Source: an optimization exercise on an open RTL-to-GDS flow (aim: small area). Production flows keep margins and buffers that such runs may drop. Function was checked by simulation only, so behaviour that the tests miss may differ from the original. No activity file was given, so power comes from the tool's default toggle rates.

==> run C: inputs <==
Design router_top, start of the top module:
module router_top (
    input           clock,
    input           resetn,
    input           read_enb_0,
    input           read_enb_1,
    input           read_enb_2,
    input           pkt_valid,
    input  [7:0]    data_in,
    output          valid_out_0,
    output          valid_out_1,
    output          valid_out_2,
    output          error,
    output          busy,
    output [7:0]    data_out_0,
    output [7:0]    data_out_1,
    output [7:0]    data_out_2
);
    wire       fifo_full, detect_add, ld_state, laf_state, rst_int_reg;
    wire       parity_done, low_pkt_valid;
    wire [7:0] dout;
    wire [2:0] write_enb;
    wire [2:0] empty, full, soft_reset;
    assign valid_out_0 = ~empty[0];
    assign valid_out_1 = ~empty[1];
    assign valid_out_2 = ~empty[2];
    router_reg register (
        .clock(clock), .resetn(resetn), .pkt_valid(pkt_valid), .data_in(data_in),
        .fifo_full(fifo_full), .detect_add(detect_add), .ld_state(ld_state),
        .laf_state(laf_state), .rst_int_reg(rst_int_reg), .parity_done(parity_done),
        .low_pkt_valid(low_pkt_valid), .error(error), .dout(dout));
    router_fsm fsm (
        .clock(clock), .resetn(resetn), .pkt_valid(pkt_valid), .parity_done(parity_done),
        .soft_reset(soft_reset), .low_pkt_valid(low_pkt_valid), .fifo_empty(empty),
  ...
==> module router_sync, before the edit <==
module router_sync (
    input      clock,
    input      resetn,
    input      vld,
    input      read_enb,
    output     soft_reset
);
    reg [4:0] count;
    assign soft_reset = (count == 5'b10000);
    always @(posedge clock) begin
        if (!resetn || !vld || read_enb)
            count <= 5'd0;
        else
            count <= {count[3:0], ~(count[4] ^ count[2]) ^ (&count[3:0])};
    end
endmodule
==> module router_fsm, before the edit <==
module router_fsm (
    input        clock,
    input        resetn,
    input        pkt_valid,
    input        parity_done,
    input  [2:0] soft_reset,
    input        low_pkt_valid,
    input  [2:0] fifo_empty,
    input  [2:0] fifo_full_n,
    input  [1:0] data_in,
    output       busy,
    output       detect_add,
    output       ld_state,
    output       laf_state,
    output       rst_int_reg,
    output       fifo_full,
    output [2:0] write_enb
);
    localparam DECODE_ADDRESS = 3'd5;
    localparam LOAD_FIRST_DATA = 3'd1;
    localparam LOAD_DATA = 3'd2;
    localparam FIFO_FULL_STATE = 3'd3;
    localparam LOAD_AFTER_FULL = 3'd7;
    localparam LOAD_PARITY = 3'd6;
    localparam CHECK_PARITY_ERROR = 3'd4;
    localparam WAIT_TILL_EMPTY = 3'd0;
    reg [2:0] state, next_state;
    reg [1:0] addr;
    wire addr_empty = (addr == 2'd0) ? fifo_empty[0] :
                      (addr == 2'd1) ? fifo_empty[1] :
                      (addr == 2'd2) ? fifo_empty[2] : 1'b0;
    assign fifo_full = (addr == 2'd0) ? fifo_full_n[0] :
                       (addr == 2'd1) ? fifo_full_n[1] :
                       (addr == 2'd2) ? fifo_full_n[2] : 1'b0;
    wire addr_sr    = (addr == 2'd0) ? soft_reset[0] :
                      (addr == 2'd1) ? soft_reset[1] :
                      (addr == 2'd2) ? soft_reset[2] : 1'b0;
    wire in_empty   = (data_in == 2'd0) ? fifo_empty[0] :
                      (data_in == 2'd1) ? fifo_empty[1] : fifo_empty[2];
    assign detect_add  = (state == DECODE_ADDRESS);
    assign ld_state    = (state == LOAD_DATA);
    assign laf_state   = (state == LOAD_AFTER_FULL);
    assign rst_int_reg = (state == CHECK_PARITY_ERROR);
    assign busy        = !(detect_add || ld_state);
    wire write_enb_reg = ld_state || laf_state || (state == LOAD_PARITY);
    always @(posedge clock)
        if (detect_add)
            addr <= data_in;
    reg write_d;
    always @(posedge clock)
        write_d <= write_enb_reg;
    assign write_enb[0] = write_d && addr == 2'd0;
    assign write_enb[1] = write_d && addr == 2'd1;
    assign write_enb[2] = write_d && addr == 2'd2;
    always @(posedge clock) begin
        if (!resetn || addr_sr)
            state <= DECODE_ADDRESS;
        else
            state <= next_state;
    end
    always @(*) begin
        case (state)
            DECODE_ADDRESS:
                if (pkt_valid && data_in != 2'b11)
                    next_state = in_empty ? LOAD_FIRST_DATA : WAIT_TILL_EMPTY;
                else
                    next_state = DECODE_ADDRESS;
            LOAD_FIRST_DATA:
                next_state = LOAD_DATA;
            LOAD_DATA:
                if (fifo_full)
                    next_state = FIFO_FULL_STATE;
                else if (!pkt_valid)
                    next_state = LOAD_PARITY;
                else
                    next_state = LOAD_DATA;
            FIFO_FULL_STATE:
                next_state = fifo_full ? FIFO_FULL_STATE : LOAD_AFTER_FULL;
            LOAD_AFTER_FULL:
                next_state = low_pkt_valid ? LOAD_PARITY : LOAD_DATA;
            LOAD_PARITY:
                next_state = CHECK_PARITY_ERROR;
            CHECK_PARITY_ERROR:
                next_state = fifo_full ? CHECK_PARITY_ERROR : DECODE_ADDRESS;
            default:  
                next_state = addr_empty ? LOAD_FIRST_DATA : WAIT_TILL_EMPTY;
        endcase
    end
endmodule
clock: 5.0 ns
lec_check: 0
abc_area: 0
cap_margin: 0
core_margin: 2
core_utilization: 70
place_density: 0.85
slew_margin: 0
standard.sh (not shown) runs the stock make flow with config.mk's settings and CLKGATE_MAP_FILE= SYNTH_SCRIPT=/design/flow/synth_recipe.tcl, a recipe that flattens the netlist after the stock synthesis.
==> flow/flow/run.sh <==
#!/bin/bash
# The standard layout with three changes:
#  - synthesis replaces the FIFO read multiplexer module (fifo_rdmux) with the
#    gate-level version in flow/fifo_rdmux_gates.v (same function, made by
#    gen/gen_rdmux.py), and ABC maps the rest with flow/abc_amap.script;
#    registers are mapped exactly as in the standard synthesis;
#  - port buffers are plain buf_1 cells;
#  - the clock tree uses clkbuf_8 buffers in small clusters, without dummy loads.
# Each tool's output goes to a log file here; ORFS keeps its own logs under orfs/logs.
set -uo pipefail
HERE=$PWD

# Synthesis script: synth_recipe.tcl with ORFS's synth.tcl replaced by a copy
# that reads the gate-level multiplexer over the RTL one and maps the
# combinational logic with an area-oriented ABC script (flow/abc_amap.script).
sed -e 's|^read_checkpoint \$::env(RESULTS_DIR)/1_1_yosys_canonicalize.rtlil$|&\nread_verilog -overwrite '"$HERE"'/flow/fifo_rdmux_gates.v|' \
    -e 's|^  log_cmd abc {\*}\$abc_args$|  set abc_args [lreplace $abc_args 1 1 '"$HERE"'/flow/abc_amap.script]\n&|' \
    "$FLOW_HOME/scripts/synth.tcl" > "$HERE/flow_synth.tcl"
if ! grep -q 'fifo_rdmux_gates.v' "$HERE/flow_synth.tcl" || ! grep -q 'abc_amap.script' "$HERE/flow_synth.tcl"; then
    echo "run.sh: could not patch synth.tcl" >&2
    exit 1
fi
sed 's|^source \$::env(SCRIPTS_DIR)/synth.tcl$|source '"$HERE"'/flow_synth.tcl|' synth_recipe.tcl > "$HERE/flow_synth_recipe.tcl"
if ! grep -q "flow_synth.tcl" "$HERE/flow_synth_recipe.tcl"; then
    echo "run.sh: could not patch synth_recipe.tcl" >&2
    exit 1
fi
sed 's|SYNTH_SCRIPT=[^ ]*synth_recipe.tcl|SYNTH_SCRIPT='"$HERE"'/flow_synth_recipe.tcl|' standard.sh > "$HERE/flow_standard.sh"
if ! grep -q "flow_synth_recipe.tcl" "$HERE/flow_standard.sh"; then
    echo "run.sh: could not patch standard.sh" >&2
    exit 1
fi

export BUFFER_PORTS_ARGS="-buffer_cell sky130_fd_sc_hd__buf_1"
export CTS_ARGS="-sink_clustering_enable -repair_clock_nets -dont_use_dummy_load -buf_list sky130_fd_sc_hd__clkbuf_8 -sink_clustering_size 20 -sink_clustering_max_diameter 70"
bash "$HERE/flow_standard.sh" > "$HERE/flow_standard.log" 2>&1
Other scripts of this flow, unchanged in this note and not shown: flow/flow/abc_amap.script, flow/flow/fifo_rdmux_gates.v
==> inputs of run X, as changes to run C <==
--- a/flow/design.v
+++ b/flow/design.v
@@ -68,11 +68,13 @@
     input      read_enb,
-    output     soft_reset
+    output reg soft_reset
 );
     reg [4:0] count;
-    assign soft_reset = (count == 5'b10000);
-    always @(posedge clock) begin
-        if (!resetn || !vld || read_enb)
-            count <= 5'd0;
-        else
-            count <= {count[3:0], ~(count[4] ^ count[2]) ^ (&count[3:0])};
+    always @(posedge clock) begin
+        if (!resetn || !vld || read_enb) begin
+            soft_reset <= 1'b0;
+            count      <= 5'd0;
+        end else begin
+            soft_reset <= (count == 5'b10000);
+            count      <= {count[3:0], ~(count[4] ^ count[2])};
+        end
     end
@@ -151,10 +153,10 @@
 );
-    localparam DECODE_ADDRESS = 3'd5;
+    localparam DECODE_ADDRESS = 3'd0;
     localparam LOAD_FIRST_DATA = 3'd1;
-    localparam LOAD_DATA = 3'd2;
+    localparam LOAD_DATA = 3'd6;
     localparam FIFO_FULL_STATE = 3'd3;
-    localparam LOAD_AFTER_FULL = 3'd7;
-    localparam LOAD_PARITY = 3'd6;
-    localparam CHECK_PARITY_ERROR = 3'd4;
-    localparam WAIT_TILL_EMPTY = 3'd0;
+    localparam LOAD_AFTER_FULL = 3'd4;
+    localparam LOAD_PARITY = 3'd2;
+    localparam CHECK_PARITY_ERROR = 3'd7;
+    localparam WAIT_TILL_EMPTY = 3'd5;
     reg [2:0] state, next_state;
--- a/flow/flow/run.sh
+++ b/flow/flow/run.sh
@@ -34,3 +34,3 @@
 export BUFFER_PORTS_ARGS="-buffer_cell sky130_fd_sc_hd__buf_1"
-export CTS_ARGS="-sink_clustering_enable -repair_clock_nets -dont_use_dummy_load -buf_list sky130_fd_sc_hd__clkbuf_8 -sink_clustering_size 20 -sink_clustering_max_diameter 70"
+export CTS_ARGS="-sink_clustering_enable -repair_clock_nets -dont_use_dummy_load -buf_list sky130_fd_sc_hd__clkbuf_8 -sink_clustering_size 16 -sink_clustering_max_diameter 60"
 bash "$HERE/flow_standard.sh" > "$HERE/flow_standard.log" 2>&1
--- a/flow/config.mk
+++ b/flow/config.mk
@@ -10,4 +10,3 @@
 export CORE_MARGIN = 2
-export CORE_UTILIZATION = 70
-export PLACE_DENSITY = 0.85
+export CORE_UTILIZATION = 40
 export SLEW_MARGIN = 0
==> inputs of run Z, as changes to run C <==
--- a/flow/flow/run.sh
+++ b/flow/flow/run.sh
@@ -34,3 +34,3 @@
 export BUFFER_PORTS_ARGS="-buffer_cell sky130_fd_sc_hd__buf_1"
-export CTS_ARGS="-sink_clustering_enable -repair_clock_nets -dont_use_dummy_load -buf_list sky130_fd_sc_hd__clkbuf_8 -sink_clustering_size 20 -sink_clustering_max_diameter 70"
+export CTS_ARGS="-sink_clustering_enable -repair_clock_nets -dont_use_dummy_load -buf_list sky130_fd_sc_hd__clkbuf_8 -sink_clustering_size 16 -sink_clustering_max_diameter 60"
 bash "$HERE/flow_standard.sh" > "$HERE/flow_standard.log" 2>&1
--- a/flow/config.mk
+++ b/flow/config.mk
@@ -10,4 +10,4 @@
 export CORE_MARGIN = 2
-export CORE_UTILIZATION = 70
-export PLACE_DENSITY = 0.85
+export CORE_UTILIZATION = 60
+export PLACE_DENSITY = 0.75
 export SLEW_MARGIN = 0
==> results.txt <==
metric	run C	run X	run Z
Min-Delay Startpoint	fifo_0.mem[8][0]	sync_2.count[3]	fifo_0.mem[14][2]
Post-synth net total	985	995	985
Clock power share	19.3%	20.2%	21.5%
Starting density of the core	71.4%	40.7%	60.7%
Sequential fraction of design power	63.9%	61.3%	62.4%
Number of inserted filler cells in the final layout	1267	3528	1841
Multi-input gate area in the final layout	0.00303 mm²	0.00299 mm²	0.00303 mm²
Static leakage	5.18 nW	5.31 nW	5.25 nW
Final instance count without filler cells	1322	1585	1388
Core region area	0.0227 mm²	0.0400 mm²	0.0267 mm²
Well Taps	285	525	341
Capture instance of the worst register-to-register path	register.dout[1]	fifo_0.out_vld	register.dout[0]
Seq group	4.87 mW	5.39 mW	4.87 mW
Sequential standard cell area	0.0130 mm²	0.0131 mm²	0.0130 mm²
Outcome	no timing/DRC/antenna violations	no timing/DRC/antenna violations	no timing/DRC/antenna violations
Amount of wire on met2 after detailed routing	14600 µm	14100 µm	13700 µm
Total global-route track usage	25.7%	15.4%	21.0%
Number of placement rows	55	73	60
Worst reg-to-reg setup slack	2080 ps	2180 ps	2150 ps
Worst hold slack after final layout	447 ps	372 ps	425 ps
Longest individual stage delay on the worst path	500 ps	620 ps	490 ps
Unique masters post-synth	29	27	29
Synthesized netlist cell count	965	975	965

-- what the ideal ports hide --
Ports are ideal in the flow. The routed layouts listed here were re-timed in OpenROAD. Step 1: set_driving_cell puts a clkbuf_16 on clock and a buf_2 on each other input, an assumption about the parent block. Step 2 also shifts input and output timing later by t, the mid clock arrival at the registers, as if the neighbouring blocks saw the same clock. a / b / c = no drivers / after step 1 / after step 2; a / b = the first two.
run	t (ns)	setup WS [ns]	worst slew at a driven data input, ns
run C	0.610	1.381 / 1.336 / 1.946	0.04
run X	0.631	1.331 / 1.282 / 1.912	0.10
run Z	0.580	1.447 / 1.405 / 1.984	0.03
After both steps every run listed still meets setup and hold.
